Background: an optimization exercise with open tools, aiming at small area and a short achievable clock period. Do not read the settings as production practice.
In this exercise RTL edits were held to simulation tests only and were not proved equivalent to the original.
Power is estimated from default activity; no workload was simulated.

### design/flow/run.sh
#!/bin/bash
# synth_recipe.tcl (not shown) runs the flow's synth.tcl, then flattens the netlist and writes it again
# the make line also repeats each setting of config.mk as NAME=value (left out here)
make -C /OpenROAD-flow-scripts/flow DESIGN_CONFIG=/design/flow/config.mk WORK_HOME=/design/flow/orfs CLKGATE_MAP_FILE= SYNTH_SCRIPT=/design/flow/synth_recipe.tcl finish
### design/flow/constraint.sdc
create_clock -name core_clock -period 10.0 [get_ports {clk}]
set_input_delay 2.0000 -clock core_clock [delete_from_list [all_inputs] [get_ports {clk}]]
set_output_delay 2.0000 -clock core_clock [all_outputs]
set_load 0.01 [all_outputs]
### design/flow/config.mk
export PLATFORM = sky130hd
export DESIGN_NAME = hw_cn119652311a_alu
export DESIGN_NICKNAME = hw_cn119652311a_alu
export VERILOG_FILES = /design/flow/design.v
export SDC_FILE = /design/flow/constraint.sdc
export NUM_CORES = 4
export LEC_CHECK = 0
export ABC_AREA = 1
export CAP_MARGIN = 20
export CORE_MARGIN = 2
export CORE_UTILIZATION = 50
export CTS_CLUSTER_DIAMETER = 100
export CTS_CLUSTER_SIZE = 26
export SETUP_SLACK_MARGIN = 4.6
export SLEW_MARGIN = 20
export SYNTH_HIERARCHICAL = 1
### design/flow/design.v
module hw_cn119652311a_alu (
    input         clk,
    input         rst_n,
    input         wr_en,
    input         rd_en,
    input  [11:0] addr,
    input  [31:0] wr_data,
    output [31:0] rd_data,
    output reg    irq
);
    function [1:0] f_inc;
        input [1:0] x;
        case (x)
            2'b00: f_inc = 2'b01;
            2'b01: f_inc = 2'b10;
            default: f_inc = 2'b00;
        endcase
    endfunction
    function [1:0] f_dec;
        input [1:0] x;
        case (x)
            2'b00: f_dec = 2'b10;
            2'b10: f_dec = 2'b01;
            default: f_dec = 2'b00;
        endcase
    endfunction
    function [1:0] f_tsum;
        input [1:0] x, y;
        case (x)
            2'b00: f_tsum = y;
            2'b01: f_tsum = f_inc(y);
            default: f_tsum = f_dec(y);
        endcase
    endfunction
    function f_carry;
        input [1:0] x, y;
        f_carry = (x == 2'b10 && (y == 2'b01 || y == 2'b10)) ||
                  (y == 2'b10 && (x == 2'b01 || x == 2'b10));
    endfunction
    reg [31:0] vdd_ctrl, vth_cfg, gate_op;
    reg [31:0] operand_a, operand_b, operand_c, operand_d;
    reg [31:0] alu_cmd, approx_cfg, comp_mode, irq_enable;
    reg [1:0]  gate_result;
    reg        irq_status;
    reg [23:0] wide_result;   
    reg [6:0]  alu_small;     
    reg        alu_wide;      
    wire [1:0] a0 = operand_a[1:0];
    wire [1:0] b0 = operand_b[1:0];
    wire [1:0] c0 = operand_c[1:0];
    wire [1:0] tsum_ab  = f_tsum(a0, b0);
    wire       carry_ab = f_carry(a0, b0);
    wire [1:0] tfa_sum  = f_tsum(tsum_ab, c0);
    wire       tfa_cy   = carry_ab | f_carry(tsum_ab, c0);
    wire [1:0] tmul_p;
    assign tmul_p[0] = (a0 == 2'b01 && b0 == 2'b01) || (a0 == 2'b10 && b0 == 2'b10);
    assign tmul_p[1] = (a0 == 2'b01 && b0 == 2'b10) || (a0 == 2'b10 && b0 == 2'b01);
    wire       tmul_cy = (a0 == 2'b10 && b0 == 2'b10);
    wire [11:0] a = operand_a[11:0];
    wire [11:0] b = operand_b[11:0];
    wire [1:0]  comp = comp_mode[1:0];
    wire [6:0]  pp_ll;
    wire [23:0] p;
    function [1:0] tm;
        input [1:0] x, y;
        begin
            tm[0] = (x == 2'b01 && y == 2'b01) || (x == 2'b10 && y == 2'b10);
            tm[1] = (x == 2'b01 && y == 2'b10) || (x == 2'b10 && y == 2'b01);
        end
    endfunction
    function [6:0] blk;
        input [3:0] x, y;
        input [1:0] cm;
        reg [1:0] p0, t1, p1r, p1, y11, p2r, p2;
        reg c0, c1, c2;
        begin
            p0  = tm(x[1:0], y[1:0]);
            c0  = (x[1:0] == 2'b10) && (y[1:0] == 2'b10);
            t1  = tadd(tm(x[1:0], y[3:2]), tm(x[3:2], y[1:0]));
            p1r = tadd(t1, {1'b0, c0});
            c1  = c0 && (t1 == 2'b10);
            p1  = (cm == 2'b01) ? tadd(p1r, 2'b10) : p1r;
            y11 = tm(x[3:2], y[3:2]);
            p2r = tadd(y11, {1'b0, c1});
            c2  = c1 && (y11 == 2'b10);
            p2  = (cm == 2'b10) ? tadd(p2r, 2'b01) : p2r;
            blk = {c2, p2, p1, p0};
        end
    endfunction
    function [4:0] t2oh;
        input [1:0] x, y;
        reg x0, y0;
        begin
            x0 = ~x[0] & ~x[1];
            y0 = ~y[0] & ~y[1];
            t2oh[0] = x0 & y0;
            t2oh[1] = (x0 & y[0]) | (x[0] & y0);
            t2oh[2] = (x0 & y[1]) | (x[0] & y[0]) | (x[1] & y0);
            t2oh[3] = (x[0] & y[1]) | (x[1] & y[0]);
            t2oh[4] = x[1] & y[1];
        end
    endfunction
    function [1:0] tadd;
        input [1:0] x, y;
        reg x0, y0;
        begin
            x0 = ~x[0] & ~x[1];
            y0 = ~y[0] & ~y[1];
            tadd[0] = (x0 & y[0]) | (x[0] & y0) | (x[1] & y[1]);
            tadd[1] = (x0 & y[1]) | (x[1] & y0) | (x[0] & y[0]);
        end
    endfunction
    function tgen;
        input [1:0] x, y;
        tgen = (x[0] & y[1]) | (x[1] & y[0]) | (x[1] & y[1]);
    endfunction
    function tprop;
        input [1:0] x, y;
        tprop = (x[0] & y[0]) | (x[1] & ~y[0] & ~y[1]) | (y[1] & ~x[0] & ~x[1]);
    endfunction
    function [3:0] tha2;
        input [1:0] x, y;
        tha2 = {1'b0, tgen(x, y), tadd(x, y)};
    endfunction
    function [3:0] tfa3;
        input [1:0] x, y, z;
        reg [4:0] u;
        reg z0, ge3, eq6;
        begin
            u   = t2oh(x, y);
            z0  = ~z[0] & ~z[1];
            tfa3[0] = (u[1] & z0) | (u[0] & z[0]) | (u[4] & z0) | (u[3] & z[0]) | (u[2] & z[1]);
            tfa3[1] = (u[2] & z0) | (u[1] & z[0]) | (u[0] & z[1]) | (u[4] & z[0]) | (u[3] & z[1]);
            ge3 = u[3] | u[4] | (u[2] & (z[0] | z[1])) | (u[1] & z[1]);
            eq6 = u[4] & z[1];
            tfa3[2] = ge3 & ~eq6;
            tfa3[3] = eq6;
        end
    endfunction
    function [1:0] tdig;
        input [1:0] x, y;
        input c;
        reg [4:0] u;
        reg m0, m1, m2;
        begin
            u  = t2oh(x, y);
            m0 = u[0] | u[3];
            m1 = u[1] | u[4];
            m2 = u[2];
            tdig[0] = c ? m0 : m1;
            tdig[1] = c ? m1 : m2;
        end
    endfunction
    wire [6:0] pp_lm, pp_lh, pp_ml, pp_mm, pp_mh, pp_hl, pp_hm, pp_hh;
    assign pp_ll = blk(a[3:0],  b[3:0],  comp);
    assign pp_lm = blk(a[3:0],  b[7:4],  comp);
    assign pp_lh = blk(a[3:0],  b[11:8], comp);
    assign pp_ml = blk(a[7:4],  b[3:0],  comp);
    assign pp_mm = blk(a[7:4],  b[7:4],  comp);
    assign pp_mh = blk(a[7:4],  b[11:8], comp);
    assign pp_hl = blk(a[11:8], b[3:0],  comp);
    assign pp_hm = blk(a[11:8], b[7:4],  comp);
    assign pp_hh = blk(a[11:8], b[11:8], comp);
    wire [1:0] hs1, hc2;
    assign {hc2, hs1} = tha2(pp_lm[1:0], pp_ml[1:0]);
    wire [1:0] ts3, tc4;
    assign {tc4, ts3} = tfa3(pp_lm[3:2], pp_ml[3:2], hc2);
    wire [1:0] ts5, tc6;
    assign {tc6, ts5} = tfa3(pp_lh[1:0], pp_mm[1:0], pp_hl[1:0]);
    wire [1:0] ts7, tc8;
    assign {tc8, ts7} = tfa3(pp_lm[5:4], pp_ml[5:4], ts5);
    wire [1:0] ts9, tc10;
    assign {tc10, ts9} = tfa3(pp_lh[3:2], pp_mm[3:2], pp_hl[3:2]);
    wire [1:0] ts11, tc12;
    assign {tc12, ts11} = tfa3({1'b0, pp_lm[6]}, {1'b0, pp_ml[6]}, tc6);
    wire [1:0] hs13, hc14;
    assign {hc14, hs13} = tha2(ts9, tc8);
    wire [1:0] ts15, tc16;
    assign {tc16, ts15} = tfa3(pp_mh[1:0], pp_hm[1:0], pp_lh[5:4]);
    wire [1:0] ts17, tc18;
    assign {tc18, ts17} = tfa3(pp_mm[5:4], pp_hl[5:4], tc10);
    wire [1:0] ts19, tc20;
    assign {tc20, ts19} = tfa3(tc12, ts15, hc14);
    wire [1:0] ts21, tc22;
    assign {tc22, ts21} = tfa3(pp_mh[3:2], pp_hm[3:2], {1'b0, pp_lh[6]});
    wire [1:0] ts23, tc24;
    assign {tc24, ts23} = tfa3({1'b0, pp_mm[6]}, {1'b0, pp_hl[6]}, tc16);
    wire [1:0] ts25, tc26;
    assign {tc26, ts25} = tfa3(ts21, tc18, ts23);
    wire [1:0] ts27, tc28;
    assign {tc28, ts27} = tfa3(pp_hh[1:0], pp_mh[5:4], pp_hm[5:4]);
    wire [1:0] ts29, tc30;
    assign {tc30, ts29} = tfa3(tc22, ts27, tc24);
    wire [1:0] ts31, tc32;
    assign {tc32, ts31} = tfa3(pp_hh[3:2], {1'b0, pp_mh[6]}, {1'b0, pp_hm[6]});
    wire [1:0] hs33, hc34;
    assign {hc34, hs33} = tha2(tc28, ts31);
    wire [1:0] hs35, hc36;
    assign {hc36, hs35} = tha2(pp_hh[5:4], tc32);
    wire [1:0] x0 = pp_ll[1:0], y0 = 2'b00;   
    wire g0 = tgen(x0, y0);
    wire q0 = tprop(x0, y0);
    wire [1:0] x1 = pp_ll[3:2], y1 = 2'b00;   
    wire g1 = tgen(x1, y1);
    wire q1 = tprop(x1, y1);
    wire [1:0] x2 = pp_ll[5:4], y2 = hs1;   
    wire g2 = tgen(x2, y2);
    wire q2 = tprop(x2, y2);
    wire [1:0] x3 = {1'b0, pp_ll[6]}, y3 = ts3;   
    wire g3 = tgen(x3, y3);
    wire q3 = tprop(x3, y3);
    wire [1:0] x4 = tc4, y4 = ts7;   
    wire g4 = tgen(x4, y4);
    wire q4 = tprop(x4, y4);
    wire [1:0] x5 = ts11, y5 = hs13;   
    wire g5 = tgen(x5, y5);
    wire q5 = tprop(x5, y5);
    wire [1:0] x6 = ts17, y6 = ts19;   
    wire g6 = tgen(x6, y6);
    wire q6 = tprop(x6, y6);
    wire [1:0] x7 = tc20, y7 = ts25;   
    wire g7 = tgen(x7, y7);
    wire q7 = tprop(x7, y7);
    wire [1:0] x8 = tc26, y8 = ts29;   
    wire g8 = tgen(x8, y8);
    wire q8 = tprop(x8, y8);
    wire [1:0] x9 = tc30, y9 = hs33;   
    wire g9 = tgen(x9, y9);
    wire q9 = tprop(x9, y9);
    wire [1:0] x10 = hc34, y10 = hs35;   
    wire g10 = tgen(x10, y10);
    wire q10 = tprop(x10, y10);
    wire [1:0] x11 = {1'b0, pp_hh[6]}, y11 = hc36;   
    wire g11 = tgen(x11, y11);
    wire q11 = tprop(x11, y11);
    wire G37 = g1 | (q1 & g0);
    wire P38 = q1 & q0;
    wire G39 = g3 | (q3 & g2);
    wire P40 = q3 & q2;
    wire G41 = g5 | (q5 & g4);
    wire P42 = q5 & q4;
    wire G43 = g7 | (q7 & g6);
    wire P44 = q7 & q6;
    wire G45 = g9 | (q9 & g8);
    wire P46 = q9 & q8;
    wire G47 = g11 | (q11 & g10);
    wire P48 = q11 & q10;
    wire G49 = g2 | (q2 & G37);
    wire P50 = q2 & P38;
    wire G51 = G39 | (P40 & G37);
    wire P52 = P40 & P38;
    wire G53 = g6 | (q6 & G41);
    wire P54 = q6 & P42;
    wire G55 = G43 | (P44 & G41);
    wire P56 = P44 & P42;
    wire G57 = g10 | (q10 & G45);
    wire P58 = q10 & P46;
    wire G59 = G47 | (P48 & G45);
    wire P60 = P48 & P46;
    wire G61 = g4 | (q4 & G51);
    wire P62 = q4 & P52;
    wire G63 = G41 | (P42 & G51);
    wire P64 = P42 & P52;
    wire G65 = G53 | (P54 & G51);
    wire P66 = P54 & P52;
    wire G67 = G55 | (P56 & G51);
    wire P68 = P56 & P52;
    wire G69 = g8 | (q8 & G67);
    wire P70 = q8 & P68;
    wire G71 = G45 | (P46 & G67);
    wire P72 = P46 & P68;
    wire G73 = G57 | (P58 & G67);
    wire P74 = P58 & P68;
    wire G75 = G59 | (P60 & G67);
    wire P76 = P60 & P68;
    wire cy0 = 1'b0;
    wire cy1 = g0;
    wire cy2 = G37;
    wire cy3 = G49;
    wire cy4 = G51;
    wire cy5 = G61;
    wire cy6 = G63;
    wire cy7 = G65;
    wire cy8 = G67;
    wire cy9 = G69;
    wire cy10 = G71;
    wire cy11 = G73;
    assign p[1:0] = tdig(x0, y0, cy0);
    assign p[3:2] = tdig(x1, y1, cy1);
    assign p[5:4] = tdig(x2, y2, cy2);
    assign p[7:6] = tdig(x3, y3, cy3);
    assign p[9:8] = tdig(x4, y4, cy4);
    assign p[11:10] = tdig(x5, y5, cy5);
    assign p[13:12] = tdig(x6, y6, cy6);
    assign p[15:14] = tdig(x7, y7, cy7);
    assign p[17:16] = tdig(x8, y8, cy8);
    assign p[19:18] = tdig(x9, y9, cy9);
    assign p[21:20] = tdig(x10, y10, cy10);
    assign p[23:22] = tdig(x11, y11, cy11);
    wire [6:0]  mul2 = pp_ll;
    wire [23:0] mul6 = p;
    reg [6:0] small_res;
    always @(*) begin
        case (wr_data[3:0])
            4'd1: small_res = {5'b0, tsum_ab};
            4'd2: small_res = {4'b0, carry_ab, tsum_ab};
            4'd3: small_res = {4'b0, tfa_cy, tfa_sum};
            4'd4: small_res = {4'b0, tmul_cy, tmul_p};
            4'd5: small_res = {5'b0, tmul_p};
            4'd6: small_res = mul2;
            default: small_res = 7'b0;
        endcase
    end
    reg [1:0] gate_res;
    always @(*) begin
        case (wr_data[7:4])
            4'h1: gate_res = f_inc(a0);
            4'h2: gate_res = f_dec(a0);
            4'h3: gate_res = (a0 == 2'b00) ? 2'b10 : 2'b00;                  
            4'h4: gate_res = (a0 == 2'b00 || a0 == 2'b01) ? 2'b10 : 2'b00;   
            default: gate_res = 2'b00;
        endcase
    end
    wire wr_top  = wr_en && addr[11:8] == 4'h0 && addr[1:0] == 2'b00;
    wire we_vdd  = wr_top && addr[7:2] == 6'h04;
    wire we_vth  = wr_top && addr[7:2] == 6'h05;
    wire we_gate = wr_top && addr[7:2] == 6'h08;
    wire we_a    = wr_top && addr[7:2] == 6'h10;
    wire we_b    = wr_top && addr[7:2] == 6'h11;
    wire we_c    = wr_top && addr[7:2] == 6'h12;
    wire we_d    = wr_top && addr[7:2] == 6'h13;
    wire we_cmd  = wr_top && addr[7:2] == 6'h20;
    wire we_apx  = wr_top && addr[7:2] == 6'h30;
    wire we_comp = wr_top && addr[7:2] == 6'h31;
    wire we_ien  = wr_en && addr == 12'h204;
    wire we_iclr = wr_en && addr == 12'h208;
    always @(posedge clk or negedge rst_n) begin
        if (!rst_n) begin
            vdd_ctrl    <= 32'd1000;
            vth_cfg     <= 32'h41281900;
            gate_op     <= 32'h0;
            operand_a   <= 32'h0;
            operand_b   <= 32'h0;
            operand_c   <= 32'h0;
            operand_d   <= 32'h0;
            alu_cmd     <= 32'h0;
            approx_cfg  <= 32'h0;
            comp_mode   <= 32'h0;
            irq_enable  <= 32'h0;
            gate_result <= 2'b0;
            irq_status  <= 1'b0;
            irq         <= 1'b0;
            wide_result <= 24'h0;
            alu_small   <= 7'h0;
            alu_wide    <= 1'b0;
        end else begin
            if (we_vdd)  vdd_ctrl   <= wr_data;
            if (we_vth)  vth_cfg    <= wr_data;
            if (we_a)    operand_a  <= wr_data;
            if (we_b)    operand_b  <= wr_data;
            if (we_c)    operand_c  <= wr_data;
            if (we_d)    operand_d  <= wr_data;
            if (we_apx)  approx_cfg <= wr_data;
            if (we_comp) comp_mode  <= wr_data;
            if (we_ien)  irq_enable <= wr_data;
            if (we_gate) begin
                gate_op     <= wr_data;
                gate_result <= gate_res;
            end
            if (we_cmd) begin
                alu_cmd  <= wr_data;
                alu_wide <= (wr_data[3:0] == 4'd7);
                if (wr_data[3:0] == 4'd7)
                    wide_result <= mul6;
                else
                    alu_small <= small_res;
            end
            if (we_cmd && irq_enable[0])
                irq_status <= 1'b1;
            else if (we_iclr && wr_data[0])
                irq_status <= 1'b0;
            if (!irq_status)
                irq <= 1'b0;
            else if (we_cmd && irq_enable[0])
                irq <= 1'b1;
        end
    end
    wire [23:0] alu_res = alu_wide ? {8'b0, wide_result} : {17'b0, alu_small};
    hw_rdmux u_rdmux (
        .rd_en(rd_en), .addr(addr),
        .vdd_ctrl(vdd_ctrl), .vth_cfg(vth_cfg), .gate_op(gate_op), .gate_result(gate_result),
        .operand_a(operand_a), .operand_b(operand_b), .operand_c(operand_c), .operand_d(operand_d),
        .alu_cmd(alu_cmd), .alu_res(alu_res), .wide_result(wide_result),
        .approx_cfg(approx_cfg), .comp_mode(comp_mode), .irq_status(irq_status), .irq_enable(irq_enable),
        .rd_data(rd_data));
endmodule
module hw_rdmux (
    input         rd_en,
    input  [11:0] addr,
    input  [31:0] vdd_ctrl, vth_cfg, gate_op,
    input  [1:0]  gate_result,
    input  [31:0] operand_a, operand_b, operand_c, operand_d,
    input  [31:0] alu_cmd,
    input  [23:0] alu_res,
    input  [23:0] wide_result,
    input  [31:0] approx_cfg, comp_mode,
    input         irq_status,
    input  [31:0] irq_enable,
    output [31:0] rd_data
);
    wire x_en  = (rd_en & ~addr[11]) & ~addr[10];
    wire g_lo  = x_en & ((~addr[1] & ~addr[0]) & (~addr[9] & ~addr[8]));
    wire g_hi  = x_en & ((~addr[1] & ~addr[0]) & (addr[9] & ~addr[8]));
    wire [3:0] q1, q2, q3;
    genvar gi;
    generate
        for (gi = 0; gi < 4; gi = gi + 1) begin : g_dec
            assign q1[gi] = (addr[3:2] == gi);
            assign q2[gi] = (addr[5:4] == gi);
            assign q3[gi] = (addr[7:6] == gi);
        end
    endgenerate
    wire s0 = g_lo & (q3[0] & (q2[0] & q1[0]));
    wire s1 = g_lo & (q3[0] & (q2[0] & q1[1]));
    wire s2 = g_lo & (q3[0] & (q2[1] & q1[0]));
    wire s3 = g_lo & (q3[0] & (q2[1] & q1[1]));
    wire s4 = g_lo & (q3[0] & (q2[2] & q1[0]));
    wire s5 = g_lo & (q3[0] & (q2[2] & q1[1]));
    wire s6 = g_lo & (q3[0] & (q2[2] & q1[2]));
    wire s7 = g_lo & (q3[1] & (q2[0] & q1[0]));
    wire s8 = g_lo & (q3[1] & (q2[0] & q1[1]));
    wire s9 = g_lo & (q3[1] & (q2[0] & q1[2]));
    wire s10 = g_lo & (q3[1] & (q2[0] & q1[3]));
    wire s11 = g_lo & (q3[2] & (q2[0] & q1[0]));
    wire s12 = g_lo & (q3[2] & (q2[0] & q1[1]));
    wire s13 = g_lo & (q3[2] & (q2[0] & q1[2]));
    wire s14 = g_lo & (q3[2] & (q2[1] & q1[0]));
    wire s15 = g_lo & (q3[2] & (q2[1] & q1[1]));
    wire s16 = g_lo & (q3[2] & (q2[1] & q1[2]));
    wire s17 = g_lo & (q3[2] & (q2[1] & q1[3]));
    wire s18 = g_lo & (q3[2] & (q2[2] & q1[0]));
    wire s19 = g_lo & (q3[2] & (q2[2] & q1[1]));
    wire s20 = g_lo & (q3[2] & (q2[2] & q1[2]));
    wire s21 = g_lo & (q3[2] & (q2[2] & q1[3]));
    wire s22 = g_lo & (q3[2] & (q2[3] & q1[0]));
    wire s23 = g_lo & (q3[2] & (q2[3] & q1[1]));
    wire s24 = g_lo & (q3[2] & (q2[3] & q1[2]));
    wire s25 = g_lo & (q3[2] & (q2[3] & q1[3]));
    wire s26 = g_lo & (q3[3] & (q2[0] & q1[0]));
    wire s27 = g_lo & (q3[3] & (q2[0] & q1[1]));
    wire s28 = (g_hi & q3[0]) & (q2[0] & q1[0]);
    wire s29 = (g_hi & q3[0]) & (q2[0] & q1[1]);
    assign rd_data = ({32{s0}} & 32'h48570001) |
                  ({32{s1}} & 32'h000001FF) |
                  ({32{s2}} & vdd_ctrl) |
                  ({32{s3}} & vth_cfg) |
                  ({32{s4}} & gate_op) |
                  ({32{s5}} & {30'b0, gate_result}) |
                  ({32{s6}} & 32'h00000001) |
                  ({32{s7}} & operand_a) |
                  ({32{s8}} & operand_b) |
                  ({32{s9}} & operand_c) |
                  ({32{s10}} & operand_d) |
                  ({32{s11}} & alu_cmd) |
                  ({32{s12}} & 32'h00000001) |
                  ({32{s13}} & {8'b0, alu_res}) |
                  ({32{s14}} & {30'b0, wide_result[1:0]}) |
                  ({32{s15}} & {30'b0, wide_result[3:2]}) |
                  ({32{s16}} & {30'b0, wide_result[5:4]}) |
                  ({32{s17}} & {30'b0, wide_result[7:6]}) |
                  ({32{s18}} & {30'b0, wide_result[9:8]}) |
                  ({32{s19}} & {30'b0, wide_result[11:10]}) |
                  ({32{s20}} & {30'b0, wide_result[13:12]}) |
                  ({32{s21}} & {30'b0, wide_result[15:14]}) |
                  ({32{s22}} & {30'b0, wide_result[17:16]}) |
                  ({32{s23}} & {30'b0, wide_result[19:18]}) |
                  ({32{s24}} & {30'b0, wide_result[21:20]}) |
                  ({32{s25}} & {30'b0, wide_result[23:22]}) |
                  ({32{s26}} & approx_cfg) |
                  ({32{s27}} & comp_mode) |
                  ({32{s28}} & {31'b0, irq_status}) |
                  ({32{s29}} & irq_enable);
endmodule
==> results.txt, run 1 <==
Run status
The flow ran to the end and the layout has no timing, DRC or antenna violations.

Worst hold path
The worst hold path belongs to the class flop to flop. The worst hold path begins at operand_c[27].

Logic synthesis
During synthesis, Yosys emitted a total of 7 warnings. The number of cells produced by synthesis is 3447. Synthesis inferred 388 register bits. Sequential elements use 41.1% of the synthesized area.

Multiplexer cells account for 0.0476% of the synthesized area. The share of flip-flops with an asynchronous set or reset is 100%. Ranked by total cell area, the synthesized netlist is headed by sky130_fd_sc_hd__dfrtp_1 (40%), sky130_fd_sc_hd__nand2_1 (18%), sky130_fd_sc_hd__o21ai_0 (8.8%). The number of flops mapped to enable cells by yosys is 0. After synthesis, the largest family of logic cells by area is simple AND/OR/NAND/NOR gates. Dividing the synthesized area by the synthesized cell count gives 6.86 µm². Counting instances in the post-synthesis netlist gives the leading cell types as sky130_fd_sc_hd__nand2_1 (1152), sky130_fd_sc_hd__o21ai_0 (417), sky130_fd_sc_hd__nand3_1 (394). The most used flip-flop cell after synthesis is sky130_fd_sc_hd__dfrtp_1.

The portion of synthesized cell area occupied by the leading cell type is 39.7%. The parity-gate share of the synthesized area counting xor and xnor cells is 0.0370%. After Yosys synthesis, full adders, half adders and majority gates account for 1.16% of the synthesized area. The post-synthesis compound-gate area fraction is 13.4%. The dominant cell by count in the synthesized netlist is sky130_fd_sc_hd__nand2_1. The synthesized design spends more area on one cell type than any other, namely sky130_fd_sc_hd__dfrtp_1. Yosys mapped the design onto 55 distinct sky130hd cell types.

After synthesis the cells add up to 23600 µm². Of the total synthesized cell area, the portion taken by AND, OR, NAND and NOR gates is 35.8%.

Final layout
The footprint of the multi-input gates is 12800 µm². 0 antenna diodes ended up in the layout. With fillers left out, the area of the finished cells amounts to 28700 µm². The area used by sequential logic in the layout is 9730 µm². The post-route netlist has 16.0% of its cells at a drive strength greater than 1. The post-layout net count is 3617.

The layout overhead on the synthesized area is 21.2%. The layout has 4226 filler cells.

Floorplanning
The area of the core region is 46700 µm². In this run the vertical extent of the chip is 221 µm. The die area is 49000 µm². The die extent in x is 221 µm. The top-level I/O count is 81. The row count is 79. The initial cell density of the core is 50.7%.

Pwr
Summed over all nets, the switching power comes to 0.646 mW. Summed over all cells, the static leakage comes to 14.1 nW. The relative contribution of the clock network to total power is 34.9%. Registers are responsible for 59.5% of the overall power. The power density of the placed cells is 92.6 nW/µm².

IR analysis of the VDD net gives a maximum drop of 0.183 mV. The internal power consumption is 2.01 mW. Of the total power, the share spent switching nets is 24.3%.

The portion of total power attributed to combinational logic is 5.6%.

Worst setup path
The startpoint of the most critical register-to-register path is operand_b[0]. On the worst path, the slowest cell contributes a delay of 0.22 ns. The slowest cell on the critical path is sky130_fd_sc_hd__nor2_4. The endpoint required time on the critical path is 8.00 ns. The critical path capture point type is a primary output.

The kind of start point of the critical path is an input port. The worst path arrival time is 3.66 ns. The top fanout value on the critical path is 6. The signal on the critical path passes through buf_2 > inv_2 > nand3_4 > nor2_4 > buf_12 > buf_16 > buf_12 > buf_16 > nand3_1 > nand4_1 > nor2_1 > nand2_1 > buf_2.

In this run the worst setup path begins at addr[11]. The critical path is of the input port to primary output type.

Clocking
Counting the buffers created by CTS gives 19. The clock passes through at most 3 buffers. The clock sink count is 388. For this design, the CTS-stage hold fixing added 0 buffers. The clock latency of the later-clocked register in the worst-skew pair is 0.58 ns. The clock tree from TritonCTS is done. The clock root buffer master is sky130_fd_sc_hd__clkbuf_16. The count of H-tree levels built during CTS is 1. Clock-pin slew was measured on the worst setup and hold paths at 0.10 ns.

Drt
For this block, the routed nets add up to 91.2 mm of wire. The first detailed-routing pass ran for 6 iterations. The average via count per standard cell is 5.86. The remaining antenna violation count is 0. The detailed router placed 24399 vias in this run.

The final routed wire length divided by cell count is 21.9 µm. The detailed-route DRC error count is 0. The number of design-rule violations left by the first detailed-router iteration is 2454.

STA
Between clock sinks in the finished design, the worst skew comes to 0.0536 ns. After layout, the worst path uses 56.6% of the clock period. The final-report setup violation count is 0. The worst pin sits at a relative slew slack of 35.8%. For the pin with the worst max-slew slack, the measured transition is 0.964 ns. The sum of negative setup slack is 0 ns. The hold violation total from the final report was 0. Setup repair after global routing could not meet its margin everywhere.

Static timing analysis puts the maximum clock frequency at 177 MHz. The smallest setup slack after layout is 4.34 ns. The time the final worst path needs with I/O delays and setup is 5.66 ns. The final count of pins violating max slew is 0.

Global route
The via count of the first global-routing pass is 23207. The largest net degree at the start of global routing is 175. The aggregate global routing overflow is 0.

The initial antenna violation count is 0. In the global route stage, overall resource usage came out at 35.5%. The wire length of the first global-routing pass is 135 mm.

Placement
OpenSTA, run right after detailed placement, puts the worst setup slack at 2.56 ns. Routability-driven placement finished with a final weighted congestion of 0.951. The count of buffers inserted at the top-level ports is 80.

The wire-length estimate of the detail-placed layout is 50.6 mm. The total placed instance area is 24700 µm².

Flow run
The number of maximum-capacitance constraint violations is 0.
==> per-module statistics from Yosys (local to each module, per instance) <==
| module | cells | copies in the design | area (µm²) |
|---|---|---|---|
| hw_rdmux | 857 | 1 | 3810 |
| hw_cn119652311a_alu | 2590 | 1 | 19800 |
==> kinds of logic (layout without fill, tap and decap cells) <==
logic type               count (synthesis)  in the layout
adder cells (fa/ha/maj)                 22             22
multiplexers                             1              1
AND/OR/NAND/NOR                       1963           1963
buffers and inverters                  486            592
flip-flops                             388            388
AO/OA/AOI/OAI                          584            584
other                                    2              6
XOR/XNOR                                 1              1
==> path summary, 6_finish.rpt <==
check | end | cells past startpoint | slack, ns
hold reg to reg | operand_c[27] | 2 | 0.49
max in group asynchronous | alu_small[3] | 2 | 7.12
min in group asynchronous | operand_d[27] | 1 | 1.44
setup / recovery | rd_data[2] | 13 | 4.34
hold / removal | operand_c[27] | 2 | 0.49
setup reg to reg | wide_result[22] | 25 | 5.46
==> placed cells by master (no fill, tap or decap), types with 20 or more instances in the layout <==
cell                              netlist  final
sky130_fd_sc_hd__nand3_1              394    332
sky130_fd_sc_hd__nand2_4                4     21
sky130_fd_sc_hd__ha_1                  22     22
sky130_fd_sc_hd__clkbuf_16              0     35
sky130_fd_sc_hd__buf_12                 0     50
sky130_fd_sc_hd__buf_6                  7     34
sky130_fd_sc_hd__o21ai_0              417    415
sky130_fd_sc_hd__buf_4                 14     51
sky130_fd_sc_hd__nor2_4                 6     25
sky130_fd_sc_hd__buf_16                 0     20
sky130_fd_sc_hd__nor2_2                27     33
sky130_fd_sc_hd__dfrtp_1              375    375
sky130_fd_sc_hd__inv_1                259    257
sky130_fd_sc_hd__inv_2                 41     37
sky130_fd_sc_hd__nand2_2               28     71
sky130_fd_sc_hd__nand2_1             1152   1088
sky130_fd_sc_hd__nor2_1               243    218
sky130_fd_sc_hd__clkdlybuf4s50_1        0     34
sky130_fd_sc_hd__o22ai_1               65     64
sky130_fd_sc_hd__a21oi_1               35     34
sky130_fd_sc_hd__buf_2                 42     29
sky130_fd_sc_hd__nand4_1               56     56
sky130_fd_sc_hd__nand3_2               21     77
==> area by class of cell <==
type / count / area share [%]
inverter: 304 / 4.31
tap: 607 / 2.65
timing repair inverter: 11 / 0.633
timing repair buffer: 246 / 11.8
clock inverter: 3 / 0.205
multi-input combinational: 2577 / 44.7
clock buffer: 28 / 1.78
sequential: 388 / 33.9
==> critical path: cells and delay by family <==
family	cells	cell delay (ns)
buf+inv	7	0.88
simple gates	6	0.77
==> per-stage QoR <==
step	std cells	util (%)	power (mW)	hold slack, ns
after CTS	4128	58.9	2.66	0.496
after global placement	3984	52.9	1.73	0.466
after global routing	4164	61.4	2.74	0.515
after detailed placement	3984	52.9	1.73	0.473
after floorplan	3451	-	1.66	0.453
final	4164	61.4	2.65	0.495
==> power groups by stage <==
stage                     clock (mW)  combinational (mW)  sequential [mW]
after global routing           0.995               0.162             1.58
after detailed placement           0               0.122             1.61
after CTS                      0.938               0.139             1.58
after global placement             0               0.122             1.61
final                          0.927               0.148             1.58
after floorplan                    0              0.0474             1.61
==> repair_timing <==
action | CTS | global route
pin swaps | 60 | 89
endpoints found under the setup margin | 32 | 32
resized for setup | 429 | 136
buffers inserted | 84 | 17
gates cloned | 29 | 19
==> routing by layer <==
metal	vias up	GRT usage (%)	wire, µm
li1	11409	-	-
met1	11510	44.6	35300
met2	1140	58.4	40900
met3	340	4.38	7510
met4	0	22.2	7480
met5	-	0	0
==> inputs of run 2 (changes only) <==
--- a/design/flow/design.v
+++ b/design/flow/design.v
@@ -408,9 +408,7 @@
     input  [31:0] irq_enable,
     output [31:0] rd_data
 );
-    wire x_en  = (rd_en & ~addr[11]) & ~addr[10];
-    wire g_lo  = x_en & ((~addr[1] & ~addr[0]) & (~addr[9] & ~addr[8]));
-    wire g_hi  = x_en & ((~addr[1] & ~addr[0]) & (addr[9] & ~addr[8]));
+    wire rd_ok = (rd_en & ~addr[11] & ~addr[10]) & (~addr[8] & ~addr[1] & ~addr[0]);
     wire [3:0] q1, q2, q3;
     genvar gi;
     generate
@@ -420,37 +418,37 @@
             assign q3[gi] = (addr[7:6] == gi);
         end
     endgenerate
-    wire s0 = g_lo & (q3[0] & (q2[0] & q1[0]));
-    wire s1 = g_lo & (q3[0] & (q2[0] & q1[1]));
-    wire s2 = g_lo & (q3[0] & (q2[1] & q1[0]));
-    wire s3 = g_lo & (q3[0] & (q2[1] & q1[1]));
-    wire s4 = g_lo & (q3[0] & (q2[2] & q1[0]));
-    wire s5 = g_lo & (q3[0] & (q2[2] & q1[1]));
-    wire s6 = g_lo & (q3[0] & (q2[2] & q1[2]));
-    wire s7 = g_lo & (q3[1] & (q2[0] & q1[0]));
-    wire s8 = g_lo & (q3[1] & (q2[0] & q1[1]));
-    wire s9 = g_lo & (q3[1] & (q2[0] & q1[2]));
-    wire s10 = g_lo & (q3[1] & (q2[0] & q1[3]));
-    wire s11 = g_lo & (q3[2] & (q2[0] & q1[0]));
-    wire s12 = g_lo & (q3[2] & (q2[0] & q1[1]));
-    wire s13 = g_lo & (q3[2] & (q2[0] & q1[2]));
-    wire s14 = g_lo & (q3[2] & (q2[1] & q1[0]));
-    wire s15 = g_lo & (q3[2] & (q2[1] & q1[1]));
-    wire s16 = g_lo & (q3[2] & (q2[1] & q1[2]));
-    wire s17 = g_lo & (q3[2] & (q2[1] & q1[3]));
-    wire s18 = g_lo & (q3[2] & (q2[2] & q1[0]));
-    wire s19 = g_lo & (q3[2] & (q2[2] & q1[1]));
-    wire s20 = g_lo & (q3[2] & (q2[2] & q1[2]));
-    wire s21 = g_lo & (q3[2] & (q2[2] & q1[3]));
-    wire s22 = g_lo & (q3[2] & (q2[3] & q1[0]));
-    wire s23 = g_lo & (q3[2] & (q2[3] & q1[1]));
-    wire s24 = g_lo & (q3[2] & (q2[3] & q1[2]));
-    wire s25 = g_lo & (q3[2] & (q2[3] & q1[3]));
-    wire s26 = g_lo & (q3[3] & (q2[0] & q1[0]));
-    wire s27 = g_lo & (q3[3] & (q2[0] & q1[1]));
-    wire s28 = (g_hi & q3[0]) & (q2[0] & q1[0]);
-    wire s29 = (g_hi & q3[0]) & (q2[0] & q1[1]);
-    assign rd_data = ({32{s0}} & 32'h48570001) |
+    wire s0 = (~addr[9] & q3[0]) & (q2[0] & q1[0]);
+    wire s1 = (~addr[9] & q3[0]) & (q2[0] & q1[1]);
+    wire s2 = (~addr[9] & q3[0]) & (q2[1] & q1[0]);
+    wire s3 = (~addr[9] & q3[0]) & (q2[1] & q1[1]);
+    wire s4 = (~addr[9] & q3[0]) & (q2[2] & q1[0]);
+    wire s5 = (~addr[9] & q3[0]) & (q2[2] & q1[1]);
+    wire s6 = (~addr[9] & q3[0]) & (q2[2] & q1[2]);
+    wire s7 = (~addr[9] & q3[1]) & (q2[0] & q1[0]);
+    wire s8 = (~addr[9] & q3[1]) & (q2[0] & q1[1]);
+    wire s9 = (~addr[9] & q3[1]) & (q2[0] & q1[2]);
+    wire s10 = (~addr[9] & q3[1]) & (q2[0] & q1[3]);
+    wire s11 = (~addr[9] & q3[2]) & (q2[0] & q1[0]);
+    wire s12 = (~addr[9] & q3[2]) & (q2[0] & q1[1]);
+    wire s13 = (~addr[9] & q3[2]) & (q2[0] & q1[2]);
+    wire s14 = (~addr[9] & q3[2]) & (q2[1] & q1[0]);
+    wire s15 = (~addr[9] & q3[2]) & (q2[1] & q1[1]);
+    wire s16 = (~addr[9] & q3[2]) & (q2[1] & q1[2]);
+    wire s17 = (~addr[9] & q3[2]) & (q2[1] & q1[3]);
+    wire s18 = (~addr[9] & q3[2]) & (q2[2] & q1[0]);
+    wire s19 = (~addr[9] & q3[2]) & (q2[2] & q1[1]);
+    wire s20 = (~addr[9] & q3[2]) & (q2[2] & q1[2]);
+    wire s21 = (~addr[9] & q3[2]) & (q2[2] & q1[3]);
+    wire s22 = (~addr[9] & q3[2]) & (q2[3] & q1[0]);
+    wire s23 = (~addr[9] & q3[2]) & (q2[3] & q1[1]);
+    wire s24 = (~addr[9] & q3[2]) & (q2[3] & q1[2]);
+    wire s25 = (~addr[9] & q3[2]) & (q2[3] & q1[3]);
+    wire s26 = (~addr[9] & q3[3]) & (q2[0] & q1[0]);
+    wire s27 = (~addr[9] & q3[3]) & (q2[0] & q1[1]);
+    wire s28 = (addr[9] & q3[0]) & (q2[0] & q1[0]);
+    wire s29 = (addr[9] & q3[0]) & (q2[0] & q1[1]);
+    wire [31:0] rd_word = ({32{s0}} & 32'h48570001) |
                   ({32{s1}} & 32'h000001FF) |
                   ({32{s2}} & vdd_ctrl) |
                   ({32{s3}} & vth_cfg) |
@@ -480,4 +478,5 @@
                   ({32{s27}} & comp_mode) |
                   ({32{s28}} & {31'b0, irq_status}) |
                   ({32{s29}} & irq_enable);
+    assign rd_data = {32{rd_ok}} & rd_word;
 endmodule
--- a/design/flow/config.mk
+++ b/design/flow/config.mk
@@ -8,9 +8,9 @@
 export ABC_AREA = 1
 export CAP_MARGIN = 20
 export CORE_MARGIN = 2
-export CORE_UTILIZATION = 50
+export CORE_UTILIZATION = 55
 export CTS_CLUSTER_DIAMETER = 100
-export CTS_CLUSTER_SIZE = 26
+export CTS_CLUSTER_SIZE = 30
 export SETUP_SLACK_MARGIN = 4.6
 export SLEW_MARGIN = 20
 export SYNTH_HIERARCHICAL = 1
==> run 2 against run 1 <==
Compared with the run above:
- sequential cell count unchanged
- first-iteration DRC count up 1.6%
- highest routed layer unchanged
- critical path type unchanged
- critical path depth up 2
- cell count down 1.6%
- register-to-register slack worse by 0.40 ns
==> results.txt, run 2 <==
Run status
The run finished with no timing, DRC or antenna violations.

Worst setup path
The worst path arrival time is 3.88 ns (+0.22 ns). Traced cell by cell, the critical path runs through buf_12 > nor2_4 > buf_6 > nand2_8 > nor2_4 > buf_6 > buf_12 > buf_8 > nand2_4 > nand2_2 > nor2_1 > nand2_1 > nor2_2 > a21oi_2 > buf_2. The buffers plus inverters on the worst setup path was 6 (-1). The top fanout value on the critical path is 7 (+1). The flop-to-flop setup slack is 5.06 ns (-0.40 ns). The slowest cell on the critical path is sky130_fd_sc_hd__a21oi_2. The endpoint required time on the critical path was 8.00 ns (about the same). The delay of the slowest cell on the worst path is 0.28 ns (+0.06 ns). The kind of critical path is input port to primary output. The kind of start point of the critical path is an input port. Grouping stages by cell kind, the critical path spends the most delay in buffers and inverters.

STA classifies the critical path endpoint as a primary output.

Clocking
The clock sink count was 388 (unchanged). The clock transition at the register clock pins on the worst setup and hold paths after CTS came to 0.11 ns (about the same). The buffer levels on the longest clock path is 3 (unchanged). The cell sitting at the root of the clock tree is a sky130_fd_sc_hd__clkbuf_16.

The cts-stage hold buffer count is 0 (unchanged). The clock latency of the later-clocked register in the worst-skew pair was 0.55 ns (-0.03 ns). The count of H-tree levels built during CTS is 1 (unchanged).

The number of buffers created by CTS is 16 (-3). TritonCTS built the clock tree.

Floorplanning
The die extent in x is 211 µm (-4.8%). The height of the die came to 211 µm (-4.8%). The initial cell density of the core is 55.9% (+5.3 points). The row count came to 75 (-5.1%). The die area is 44400 µm² (-9.4%).

The top-level I/O count is 81 (unchanged). The area of the core region is 42000 µm² (-9.9%).

Final layout
The post-layout net count is 3617 (unchanged). The share of layout cells above drive strength 1 is 14.7% (-1.3 points). The library cells used most frequently in the layout, excluding fill and tap cells, are sky130_fd_sc_hd__nand2_1 (1241), sky130_fd_sc_hd__o21ai_0 (426), sky130_fd_sc_hd__dfrtp_1 (375). Relative to the synthesized area, the layout overhead comes to 17.0%.

The leading cell type in the layout, fill and taps excluded is sky130_fd_sc_hd__nand2_1.

STA
The final count of pins violating max slew came to 0 (unchanged). The final-report setup violation count is 0 (unchanged). The time the final worst path needs with I/O delays and setup is 5.88 ns (+0.221 ns). The sum of negative setup slack is 0 ns (unchanged).

The worst clock skew is 0.0200 ns (-0.0335 ns). The transition at the pin with the smallest max-transition slack was 0.995 ns (+0.0314 ns). Setup repair after global routing could not meet its margin everywhere.

The post-route worst hold slack was 0.496 ns (+0.00176 ns). The share of the clock period used by the worst path came to 58.8% (+2.2 points). The relative slew slack is 33.7% (-2.1 points). The hold violation total from the final report is 0 (unchanged).

The highest clock rate was 170 MHz (-3.8%).

Drt
The remaining antenna violation count is 0 (unchanged). The detailed-route DRC error count was 0 (unchanged). The average via count per standard cell is 5.91 (+0.91%).

The overall routed net length is 84.8 mm (-7.0%). The via count came to 24230 (-0.69%). The final routed wire length divided by cell count is 20.7 µm (-5.5%). The number of detailed-routing iterations run before antenna repair is 6 (unchanged). The number of design-rule violations left by the first detailed-router iteration is 2493 (+1.6%).

Logic synthesis
The number of unique standard cell types used by synthesis is 58 (+5.5%). The number of flops mapped to enable cells by yosys is 0 (unchanged). The mean cell area of the mapped netlist is 6.83 µm² (-0.36%). The count of synthesis-stage warnings from yosys came to 7 (unchanged). The portion of synthesized cell area occupied by the leading cell type is 39.9% (+0.21 points). The number of cells produced by synthesis was 3441 (-0.17%). The area of the mapped netlist is 23500 µm² (-0.53%). The dominant cell by count in the synthesized netlist is sky130_fd_sc_hd__nand2_1.

After synthesis, the most frequently instantiated cells are sky130_fd_sc_hd__nand2_1 (1306), sky130_fd_sc_hd__o21ai_0 (427), sky130_fd_sc_hd__dfrtp_1 (375). The dominant register cell in the synthesized netlist is sky130_fd_sc_hd__dfrtp_1. The sequential share of the synthesized area was 41.4% (+0.22 points).

The register bit count reported by yosys is 388 (unchanged). By area the synthesized netlist is led by sky130_fd_sc_hd__dfrtp_1 (40%), sky130_fd_sc_hd__nand2_1 (21%), sky130_fd_sc_hd__o21ai_0 (9.1%). The synthesized design spends more area on one cell type than any other, namely sky130_fd_sc_hd__dfrtp_1.

The share of flip-flops with an asynchronous set or reset came to 100% (unchanged).

Placement
The count of buffers inserted at the top-level ports is 80 (unchanged). The final weighted congestion in routability-driven placement was 0.932 (-2.0%). The half-perimeter wire length after placement was 49.3 mm (-2.7%).

Pwr
The static leakage is 14.0 nW (-0.56%). The maximum ir drop on the vdd rail is 0.128 mV (-30%). The power density of the placed cells came to 93.4 nW/µm² (+0.86%).

Global route
The total routing usage reported by global routing came to 37.6% (+2.1 points). The initial antenna violation count came to 1 (+1). The via count of the first global-routing pass was 22627 (-2.5%). The largest net degree at the start of global routing was 130 (-26%). The wire length of the first global-routing pass is 128 mm (-5.1%). The aggregate global routing overflow is 0 (unchanged).

Worst hold path
The min-delay analysis places its worst path in the category flop to flop.

Flow run
The number of maximum-capacitance constraint violations came to 0 (unchanged).
run 2: cell types whose count changed in the layout (fill, tap and decap cells not counted), sizes merged, moves of 4 or more:
| cell | change |
|---|---|
| clkdlybuf4s50 | +6 |
| nand3 | -177 |
| a21oi | +21 |
| o21ai | +13 |
| nand2 | +162 |
| buf | +8 |
| clkbuf | -15 |
| nand4 | -4 |
| inv | -14 |
run 2: logic make-up after synthesis:
group | after synthesis | share of synthesized area [%]
AO/OA/AOI/OAI | 620 | 14.3
XOR/XNOR | 1 | 0.0373
adder cells (fa/ha/maj) | 22 | 1.17
buffers and inverters | 470 | 8.20
flip-flops | 388 | 41.4
multiplexers | 1 | 0.0479
other | 2 | 0.0319
AND/OR/NAND/NOR | 1937 | 34.8
run 2: timing repair:
item	4_1_cts	5_1_grt
gates resized for setup	375	76
gates cloned	15	1
setup buffers	116	16
endpoints found under the setup margin	32	32
pin swaps	106	71
run 2: metal layers:
layer	up-vias	share of wire [%]	wire, µm	track usage [%]
li1	11260	-	-	-
met1	11390	38	32300	46.3
met3	334	9.1	7740	7.11
met2	1246	45	38400	61.1
met4	0	7.4	6280	23.6
met5	-	0	0	0
run 2: per-module statistics from Yosys (local to each module, per instance):
module | copies in the design | flops+latches | cells inside | cell area (µm²)
hw_cn119652311a_alu | 1 | 388 | 2587 | 19900
hw_rdmux | 1 | 0 | 854 | 3620
run 2: worst min-delay path: cells and delay by family (launching register included):
| kind | cells | cell delay, ns |
|---|---|---|
| simple gates | 1 | 0.05 |
| compound gates | 1 | 0.06 |
| flops | 1 | 0.36 |
run 2: where the power goes:
part	internal [mW]	switching, mW	total, mW
logic	0.0525	0.118	0.170
registers	1.58	0.00463	1.58
clock network	0.326	0.494	0.819
total	1.95	0.616	2.57
run 2: cell type report:
type | instances | area [µm²]
tap | 539 | 674
timing repair buffer | 245 | 2840
timing repair inverter | 1 | 20.0
inverter | 302 | 1190
antenna | 2 | 5.00
fill | 3699 | 14500
sequential | 388 | 9730
multi-input combinational | 2593 | 12600
clock buffer | 28 | 467
run 2: worst paths after layout:
path / cells past startpoint / end / start
setup reg to reg: 28 / wide_result[19] / operand_a[0]
hold / removal: 2 / gate_op[27] / gate_op[27]
max in group asynchronous: 2 / comp_mode[10] / rst_n
hold reg to reg: 2 / gate_op[27] / gate_op[27]
min in group asynchronous: 1 / approx_cfg[24] / rst_n
setup / recovery: 15 / rd_data[0] / addr[7]
run 2: metrics by stage:
step | instance area [µm²] | power (mW) | std cells | worst slack (ns) | utilization, %
6_report | 27500 | 2.57 | 4098 | 4.12 | 65.4
5_1_grt | 27500 | 2.63 | 4096 | 4.15 | 65.4
4_1_cts | 27100 | 2.57 | 4079 | 4.44 | 64.4
3_5_place_dp | 24400 | 1.74 | 3920 | 2.85 | 58.1
3_3_place_gp | 24400 | 1.73 | 3920 | 2.94 | 58.1
2_1_floorplan | 23500 | 1.66 | 3445 | 4.97 | -
==> inputs of run 3 (changes only) <==
--- a/design/flow/design.v
+++ b/design/flow/design.v
@@ -386,17 +386,67 @@
         end
     end
     wire [23:0] alu_res = alu_wide ? {8'b0, wide_result} : {17'b0, alu_small};
+    wire rd_ok;
+    wire [29:0] rd_sel;
+    hw_rdsel u_rdsel (.rd_en(rd_en), .addr(addr), .rd_ok(rd_ok), .s(rd_sel));
     hw_rdmux u_rdmux (
-        .rd_en(rd_en), .addr(addr),
+        .rd_ok(rd_ok), .s(rd_sel),
         .vdd_ctrl(vdd_ctrl), .vth_cfg(vth_cfg), .gate_op(gate_op), .gate_result(gate_result),
         .operand_a(operand_a), .operand_b(operand_b), .operand_c(operand_c), .operand_d(operand_d),
         .alu_cmd(alu_cmd), .alu_res(alu_res), .wide_result(wide_result),
         .approx_cfg(approx_cfg), .comp_mode(comp_mode), .irq_status(irq_status), .irq_enable(irq_enable),
         .rd_data(rd_data));
 endmodule
-module hw_rdmux (
+module hw_rdsel (
     input         rd_en,
     input  [11:0] addr,
+    output        rd_ok,
+    output [29:0] s
+);
+    assign rd_ok = (rd_en & ~addr[11] & ~addr[10]) & (~addr[8] & ~addr[1] & ~addr[0]);
+    wire [3:0] q1, q2, q3;
+    genvar gi;
+    generate
+        for (gi = 0; gi < 4; gi = gi + 1) begin : g_dec
+            assign q1[gi] = (addr[3:2] == gi);
+            assign q2[gi] = (addr[5:4] == gi);
+            assign q3[gi] = (addr[7:6] == gi);
+        end
+    endgenerate
+    assign s[0] = (~addr[9] & q3[0]) & (q2[0] & q1[0]);
+    assign s[1] = (~addr[9] & q3[0]) & (q2[0] & q1[1]);
+    assign s[2] = (~addr[9] & q3[0]) & (q2[1] & q1[0]);
+    assign s[3] = (~addr[9] & q3[0]) & (q2[1] & q1[1]);
+    assign s[4] = (~addr[9] & q3[0]) & (q2[2] & q1[0]);
+    assign s[5] = (~addr[9] & q3[0]) & (q2[2] & q1[1]);
+    assign s[6] = (~addr[9] & q3[0]) & (q2[2] & q1[2]);
+    assign s[7] = (~addr[9] & q3[1]) & (q2[0] & q1[0]);
+    assign s[8] = (~addr[9] & q3[1]) & (q2[0] & q1[1]);
+    assign s[9] = (~addr[9] & q3[1]) & (q2[0] & q1[2]);
+    assign s[10] = (~addr[9] & q3[1]) & (q2[0] & q1[3]);
+    assign s[11] = (~addr[9] & q3[2]) & (q2[0] & q1[0]);
+    assign s[12] = (~addr[9] & q3[2]) & (q2[0] & q1[1]);
+    assign s[13] = (~addr[9] & q3[2]) & (q2[0] & q1[2]);
+    assign s[14] = (~addr[9] & q3[2]) & (q2[1] & q1[0]);
+    assign s[15] = (~addr[9] & q3[2]) & (q2[1] & q1[1]);
+    assign s[16] = (~addr[9] & q3[2]) & (q2[1] & q1[2]);
+    assign s[17] = (~addr[9] & q3[2]) & (q2[1] & q1[3]);
+    assign s[18] = (~addr[9] & q3[2]) & (q2[2] & q1[0]);
+    assign s[19] = (~addr[9] & q3[2]) & (q2[2] & q1[1]);
+    assign s[20] = (~addr[9] & q3[2]) & (q2[2] & q1[2]);
+    assign s[21] = (~addr[9] & q3[2]) & (q2[2] & q1[3]);
+    assign s[22] = (~addr[9] & q3[2]) & (q2[3] & q1[0]);
+    assign s[23] = (~addr[9] & q3[2]) & (q2[3] & q1[1]);
+    assign s[24] = (~addr[9] & q3[2]) & (q2[3] & q1[2]);
+    assign s[25] = (~addr[9] & q3[2]) & (q2[3] & q1[3]);
+    assign s[26] = (~addr[9] & q3[3]) & (q2[0] & q1[0]);
+    assign s[27] = (~addr[9] & q3[3]) & (q2[0] & q1[1]);
+    assign s[28] = (addr[9] & q3[0]) & (q2[0] & q1[0]);
+    assign s[29] = (addr[9] & q3[0]) & (q2[0] & q1[1]);
+endmodule
+module hw_rdmux (
+    input         rd_ok,
+    input  [29:0] s,
     input  [31:0] vdd_ctrl, vth_cfg, gate_op,
     input  [1:0]  gate_result,
     input  [31:0] operand_a, operand_b, operand_c, operand_d,
@@ -408,75 +458,35 @@
     input  [31:0] irq_enable,
     output [31:0] rd_data
 );
-    wire rd_ok = (rd_en & ~addr[11] & ~addr[10]) & (~addr[8] & ~addr[1] & ~addr[0]);
-    wire [3:0] q1, q2, q3;
-    genvar gi;
-    generate
-        for (gi = 0; gi < 4; gi = gi + 1) begin : g_dec
-            assign q1[gi] = (addr[3:2] == gi);
-            assign q2[gi] = (addr[5:4] == gi);
-            assign q3[gi] = (addr[7:6] == gi);
-        end
-    endgenerate
-    wire s0 = (~addr[9] & q3[0]) & (q2[0] & q1[0]);
-    wire s1 = (~addr[9] & q3[0]) & (q2[0] & q1[1]);
-    wire s2 = (~addr[9] & q3[0]) & (q2[1] & q1[0]);
-    wire s3 = (~addr[9] & q3[0]) & (q2[1] & q1[1]);
-    wire s4 = (~addr[9] & q3[0]) & (q2[2] & q1[0]);
-    wire s5 = (~addr[9] & q3[0]) & (q2[2] & q1[1]);
-    wire s6 = (~addr[9] & q3[0]) & (q2[2] & q1[2]);
-    wire s7 = (~addr[9] & q3[1]) & (q2[0] & q1[0]);
-    wire s8 = (~addr[9] & q3[1]) & (q2[0] & q1[1]);
-    wire s9 = (~addr[9] & q3[1]) & (q2[0] & q1[2]);
-    wire s10 = (~addr[9] & q3[1]) & (q2[0] & q1[3]);
-    wire s11 = (~addr[9] & q3[2]) & (q2[0] & q1[0]);
-    wire s12 = (~addr[9] & q3[2]) & (q2[0] & q1[1]);
-    wire s13 = (~addr[9] & q3[2]) & (q2[0] & q1[2]);
-    wire s14 = (~addr[9] & q3[2]) & (q2[1] & q1[0]);
-    wire s15 = (~addr[9] & q3[2]) & (q2[1] & q1[1]);
-    wire s16 = (~addr[9] & q3[2]) & (q2[1] & q1[2]);
-    wire s17 = (~addr[9] & q3[2]) & (q2[1] & q1[3]);
-    wire s18 = (~addr[9] & q3[2]) & (q2[2] & q1[0]);
-    wire s19 = (~addr[9] & q3[2]) & (q2[2] & q1[1]);
-    wire s20 = (~addr[9] & q3[2]) & (q2[2] & q1[2]);
-    wire s21 = (~addr[9] & q3[2]) & (q2[2] & q1[3]);
-    wire s22 = (~addr[9] & q3[2]) & (q2[3] & q1[0]);
-    wire s23 = (~addr[9] & q3[2]) & (q2[3] & q1[1]);
-    wire s24 = (~addr[9] & q3[2]) & (q2[3] & q1[2]);
-    wire s25 = (~addr[9] & q3[2]) & (q2[3] & q1[3]);
-    wire s26 = (~addr[9] & q3[3]) & (q2[0] & q1[0]);
-    wire s27 = (~addr[9] & q3[3]) & (q2[0] & q1[1]);
-    wire s28 = (addr[9] & q3[0]) & (q2[0] & q1[0]);
-    wire s29 = (addr[9] & q3[0]) & (q2[0] & q1[1]);
-    wire [31:0] rd_word = ({32{s0}} & 32'h48570001) |
-                  ({32{s1}} & 32'h000001FF) |
-                  ({32{s2}} & vdd_ctrl) |
-                  ({32{s3}} & vth_cfg) |
-                  ({32{s4}} & gate_op) |
-                  ({32{s5}} & {30'b0, gate_result}) |
-                  ({32{s6}} & 32'h00000001) |
-                  ({32{s7}} & operand_a) |
-                  ({32{s8}} & operand_b) |
-                  ({32{s9}} & operand_c) |
-                  ({32{s10}} & operand_d) |
-                  ({32{s11}} & alu_cmd) |
-                  ({32{s12}} & 32'h00000001) |
-                  ({32{s13}} & {8'b0, alu_res}) |
-                  ({32{s14}} & {30'b0, wide_result[1:0]}) |
-                  ({32{s15}} & {30'b0, wide_result[3:2]}) |
-                  ({32{s16}} & {30'b0, wide_result[5:4]}) |
-                  ({32{s17}} & {30'b0, wide_result[7:6]}) |
-                  ({32{s18}} & {30'b0, wide_result[9:8]}) |
-                  ({32{s19}} & {30'b0, wide_result[11:10]}) |
-                  ({32{s20}} & {30'b0, wide_result[13:12]}) |
-                  ({32{s21}} & {30'b0, wide_result[15:14]}) |
-                  ({32{s22}} & {30'b0, wide_result[17:16]}) |
-                  ({32{s23}} & {30'b0, wide_result[19:18]}) |
-                  ({32{s24}} & {30'b0, wide_result[21:20]}) |
-                  ({32{s25}} & {30'b0, wide_result[23:22]}) |
-                  ({32{s26}} & approx_cfg) |
-                  ({32{s27}} & comp_mode) |
-                  ({32{s28}} & {31'b0, irq_status}) |
-                  ({32{s29}} & irq_enable);
+    wire [31:0] rd_word = ({32{s[0]}} & 32'h48570001) |
+                  ({32{s[1]}} & 32'h000001FF) |
+                  ({32{s[2]}} & vdd_ctrl) |
+                  ({32{s[3]}} & vth_cfg) |
+                  ({32{s[4]}} & gate_op) |
+                  ({32{s[5]}} & {30'b0, gate_result}) |
+                  ({32{s[6]}} & 32'h00000001) |
+                  ({32{s[7]}} & operand_a) |
+                  ({32{s[8]}} & operand_b) |
+                  ({32{s[9]}} & operand_c) |
+                  ({32{s[10]}} & operand_d) |
+                  ({32{s[11]}} & alu_cmd) |
+                  ({32{s[12]}} & 32'h00000001) |
+                  ({32{s[13]}} & {8'b0, alu_res}) |
+                  ({32{s[14]}} & {30'b0, wide_result[1:0]}) |
+                  ({32{s[15]}} & {30'b0, wide_result[3:2]}) |
+                  ({32{s[16]}} & {30'b0, wide_result[5:4]}) |
+                  ({32{s[17]}} & {30'b0, wide_result[7:6]}) |
+                  ({32{s[18]}} & {30'b0, wide_result[9:8]}) |
+                  ({32{s[19]}} & {30'b0, wide_result[11:10]}) |
+                  ({32{s[20]}} & {30'b0, wide_result[13:12]}) |
+                  ({32{s[21]}} & {30'b0, wide_result[15:14]}) |
+                  ({32{s[22]}} & {30'b0, wide_result[17:16]}) |
+                  ({32{s[23]}} & {30'b0, wide_result[19:18]}) |
+                  ({32{s[24]}} & {30'b0, wide_result[21:20]}) |
+                  ({32{s[25]}} & {30'b0, wide_result[23:22]}) |
+                  ({32{s[26]}} & approx_cfg) |
+                  ({32{s[27]}} & comp_mode) |
+                  ({32{s[28]}} & {31'b0, irq_status}) |
+                  ({32{s[29]}} & irq_enable);
     assign rd_data = {32{rd_ok}} & rd_word;
 endmodule
--- a/design/flow/config.mk
+++ b/design/flow/config.mk
@@ -8,7 +8,7 @@
 export ABC_AREA = 1
 export CAP_MARGIN = 20
 export CORE_MARGIN = 2
-export CORE_UTILIZATION = 55
+export CORE_UTILIZATION = 50
 export CTS_CLUSTER_DIAMETER = 100
 export CTS_CLUSTER_SIZE = 30
 export SETUP_SLACK_MARGIN = 4.6
==> run 3 against run 2 <==
Compared with the run above:
- sequential power about the same
- non-clock buffer count up 38
- critical path depth did not move
- routed wire length increased by 1.2%
- total power rose by 2.0%
- worst setup slack improved by 0.18 ns
- largest power group unchanged
- critical path type unchanged
- register-to-register slack better by 0.53 ns
- combinational power down 6%
- still clean
- count of clock-buffer cells in the layout is 2 lower
==> results.txt, run 3 <==
Logic synthesis
The register bit count reported by yosys is 388 (unchanged). The sequential share of the synthesized area is 41.9% (+0.55 points). The share of flip-flops with an asynchronous set or reset is 100% (unchanged). The mean cell area of the mapped netlist is 6.86 µm² (+0.39%). After synthesis, the largest family of logic cells by area is simple AND/OR/NAND/NOR gates. The number of cells produced by synthesis is 3383 (-1.7%).

The synthesized-area fraction occupied by adder cells came to 1.19% (+0.015 points). The count of synthesis-stage warnings from yosys is 7 (unchanged). After synthesis, the most frequently instantiated cells are sky130_fd_sc_hd__nand2_1 (1347), sky130_fd_sc_hd__o21ai_0 (417), sky130_fd_sc_hd__dfrtp_1 (375). The portion of synthesized cell area occupied by the leading cell type came to 40.4% (+0.53 points). Yosys instantiated no cell more often than sky130_fd_sc_hd__nand2_1. The parity-gate share of the synthesized area counting xor and xnor cells is 0.0755% (+0.038 points). Summed over all instances, the cell type with the most area after synthesis is sky130_fd_sc_hd__dfrtp_1. The area of the mapped netlist is 23200 µm² (-1.3%). The number of flops mapped to enable cells by yosys came to 0 (unchanged). The number of unique standard cell types used by synthesis was 55 (-5.2%).

Ranked by total cell area, the synthesized netlist is headed by sky130_fd_sc_hd__dfrtp_1 (40%), sky130_fd_sc_hd__nand2_1 (22%), sky130_fd_sc_hd__o21ai_0 (9.0%). For this run, the leading register cell type out of synthesis is sky130_fd_sc_hd__dfrtp_1. The post-synthesis compound-gate area fraction was 14.5% (+0.18 points). The share of cell area taken by muxes after synthesis is 0.0485% (+0.00063 points).

The simple logic cell fraction of the synthesized area is 34.1% (-0.70 points).

Final layout
The share of layout cells above drive strength 1 came to 16.5% (+1.8 points). The post-layout net count is 3599 (-0.50%). The count of antenna diodes in the layout is 0 (-2). The library cell used most frequently in the layout, excluding fill and tap cells, is sky130_fd_sc_hd__nand2_1. In the layout the commonest cells are sky130_fd_sc_hd__nand2_1 (1276), sky130_fd_sc_hd__o21ai_0 (417), sky130_fd_sc_hd__dfrtp_1 (375).

The filler-free cell count of the finished design came to 4139 (+1.0%). The layout overhead on the synthesized area is 20.8%.

Floorplanning
The area of the core region is 45600 µm² (+8.4%). The die extent in x is 219 µm (+4.1%). The row count is 78 (+4.0%). The top-level I/O count is 81 (unchanged). The die area is 48200 µm² (+8.4%). The height of the die is 219 µm (+4.1%). The initial cell density of the core was 50.9% (-5.0 points).

Worst setup path
The worst register-to-register path ends at wide_result[23]. The endpoint required time on the critical path is 8.00 ns (about the same). The largest individual stage delay along the critical path comes from the cell sky130_fd_sc_hd__nor2_4. The worst path arrival time is 3.70 ns (-0.18 ns). STA classifies the critical path startpoint as an input port. The startpoint of the most critical register-to-register path is operand_b[1]. The flop-to-flop setup slack was 5.59 ns (+0.53 ns). The kind of critical path is input port to primary output. By instance count, the cell type seen most on the critical path is sky130_fd_sc_hd__buf_12. The delay of the slowest cell on the worst path came to 0.18 ns (-0.10 ns). The top fanout value on the critical path is 6 (-1). The worst reg2reg path depth is 29 (+3.6%). The cell family contributing the most delay on the critical path is buffers and inverters.

The critical path capture point type is a primary output. Traced cell by cell, the critical path runs through buf_12 > nor2_4 > buf_12 > nand2_8 > nor2_4 > buf_6 > buf_12 > buf_8 > nand2_4 > nand2_2 > nor2_1 > nand2_1 > nor2_2 > a21oi_2 > buf_2. The buffers plus inverters on the worst setup path is 6 (unchanged).

Drt
The number of detailed-routing iterations run before antenna repair is 7 (+1). The overall routed net length is 85.8 mm (+1.2%). The final routed wire length divided by cell count is 20.7 µm (+0.21%). The via count is 23888 (-1.4%). The remaining antenna violation count is 0 (unchanged).

The number of design-rule violations left by the first detailed-router iteration is 2346 (-5.9%). The average via count per standard cell was 5.77 (-2.4%). The detailed-route DRC error count is 0 (unchanged).

STA
The final-report setup violation count came to 0 (unchanged). The highest clock rate is 175 MHz (+3.2%). The worst clock skew was 0.0429 ns (+0.0229 ns). The transition at the pin with the smallest max-transition slack was 1.03 ns (+0.0353 ns). The sum of negative setup slack was 0 ns (unchanged).

The time the final worst path needs with I/O delays and setup is 5.70 ns (-0.184 ns). Setup repair after global routing could not meet its margin everywhere. The relative slew slack is 31.3% (-2.4 points). The hold violation total from the final report is 0 (unchanged). The share of the clock period used by the worst path was 57.0% (-1.8 points).

The final count of pins violating max slew is 0 (unchanged).

Placement
The half-perimeter wire length after placement is 48.7 mm (-1.0%). The final weighted congestion in routability-driven placement is 0.935 (+0.26%). The cell count after placement was 3930 (+0.26%). The count of buffers inserted at the top-level ports is 80 (unchanged).

Clocking
The cts-stage hold buffer count is 0 (unchanged). The clock sink count is 388 (unchanged). The clock latency of the later-clocked register in the worst-skew pair came to 0.57 ns (+0.02 ns). The clock root buffer master is sky130_fd_sc_hd__clkbuf_16. The number of buffers created by CTS is 17 (+1). The count of H-tree levels built during CTS is 1 (unchanged). The buffer levels on the longest clock path is 3 (unchanged). The clock tree from TritonCTS is done.

The clock transition at the register clock pins on the worst setup and hold paths after CTS came to 0.10 ns (about the same).

Global route
The via count of the first global-routing pass is 21983 (-2.8%). The wire length of the first global-routing pass is 129 mm (+0.53%). The aggregate global routing overflow is 0 (unchanged). The total routing usage reported by global routing is 35.1% (-2.4 points). The largest net degree at the start of global routing is 176 (+35%). The initial antenna violation count was 0 (-1).

Flow run
The number of maximum-capacitance constraint violations is 0 (unchanged).

Pwr
The net switching share of the total power came to 24.3% (+0.31 points). The internal power consumption is 1.98 mW (+1.6%). The portion of total power attributed to combinational logic is 6.1% (-0.5 points). The relative contribution of the clock network to total power was 33.7% (+1.8 points). The static leakage is 14.0 nW (-0.14%). The sequential power share is 60.3% (-1.2 points). The power density of the placed cells came to 93.5 nW/µm² (about the same). The total chip power is 2.62 mW (+2.0%). The net switching power is 0.636 mW (+3.3%).

The maximum ir drop on the vdd rail is 0.126 mV (-1.5%).

Run status
The run finished with no timing, DRC or antenna violations.

Worst hold path
The startpoint identified for the worst hold timing path is vth_cfg[28]. The cell count of the worst hold path was 2 (unchanged). The worst hold endpoint is vth_cfg[28]. The tightest min-delay check is of the flop to flop type.
[run 3: cell count changes after synthesis, sizes merged, moves of 5 or more]
| cell | change |
|---|---|
| nand3 | -49 |
| inv | -9 |
| nand2 | +32 |
| nor3 | +10 |
| nor3b | +9 |
| nand3b | +8 |
| o21ai | -11 |
| nor2 | -50 |
| a21oi | +17 |
| nand4 | -5 |
[run 3: worst max-delay path by stage]
stage	from	end	slack, ns	cells past startpoint
global placement	addr[3]	rd_data[3]	2.71	9
detailed placement	addr[3]	rd_data[3]	2.72	9
CTS	addr[4]	rd_data[29]	4.42	13
global route	addr[5]	rd_data[0]	4.26	15
floorplan	addr[9]	rd_data[4]	4.78	9
finish	addr[5]	rd_data[0]	4.30	15
[run 3: power groups by stage]
stage	Clock, mW	Combinational (mW)	Sequential [mW]
final	0.883	0.159	1.58
after CTS	0.889	0.150	1.58
after detailed placement	0	0.120	1.61
after global placement	0	0.118	1.61
after floorplan	0	0.0464	1.61
after global routing	0.947	0.172	1.58
[run 3: layout make-up]
| type | count | area [µm²] |
|---|---|---|
| clock inverters | 3 | 61.3 |
| clock buffers | 26 | 459 |
| multi-input cells | 2548 | 12500 |
| fillers | 4102 | 17500 |
| repair buffers | 283 | 3440 |
| flip-flops and latches | 388 | 9730 |
| inverters | 291 | 1110 |
| well taps | 600 | 751 |
[run 3: metrics by stage]
stage	util (%)	setup slack [ns]	hold WS [ns]	cell area, µm²
final	61.5	4.30	0.496	28000
after global routing	61.5	4.26	0.515	28000
after CTS	59.7	4.42	0.499	27200
after detailed placement	53.4	2.72	0.473	24300
after global placement	53.4	2.71	0.465	24300
after floorplan	-	4.78	0.453	23200
[run 3: tightest hold or removal path: cells and delay by family, from the launching register on]
family / cells / cell delay [ns]
flip-flops: 1 / 0.36
AND/OR/NAND/NOR: 1 / 0.05
AO/OA/AOI/OAI: 1 / 0.06
[run 3: what timing repair did]
action                                  CTS  global route
pin swaps                                72           105
resized for setup                       343           150
cloned                                   19             2
endpoints found under the setup margin   32            32
setup buffers                           128            31
[run 3: modules after synthesis (local to each module, per instance)]
module,cells inside,flops+latches
hw_cn119652311a_alu,2588,388
hw_rdmux,720,0
hw_rdsel,75,0
[run 3: cell families after synthesis]
logic type,count (synthesis)
other,2
buffers and inverters,456
AOI/OAI and AO/OA,625
adders and majority gates,22
DFF,388
muxes,1
xor gates and xnor gates,2
and+or+nand+nor,1887
[run 3: per-layer routing]
| metal | share of wire (%) | routed length, µm | track usage, % |
|---|---|---|---|
| met5 | 0 | 0 | 0 |
| met4 | 5.7 | 4920 | 14.9 |
| met2 | 47 | 40700 | 60.8 |
| met1 | 40 | 34100 | 45.0 |
| met3 | 7.1 | 6060 | 3.44 |

Re-timed with assumed drivers on the ports (clkbuf_16 on the clock, buf_2 on other inputs), run 3 has 4.248 ns of setup slack against 4.299 ns with ideal ports, and 4.248 ns once port delays also move by the mid clock arrival of 0.609 ns.
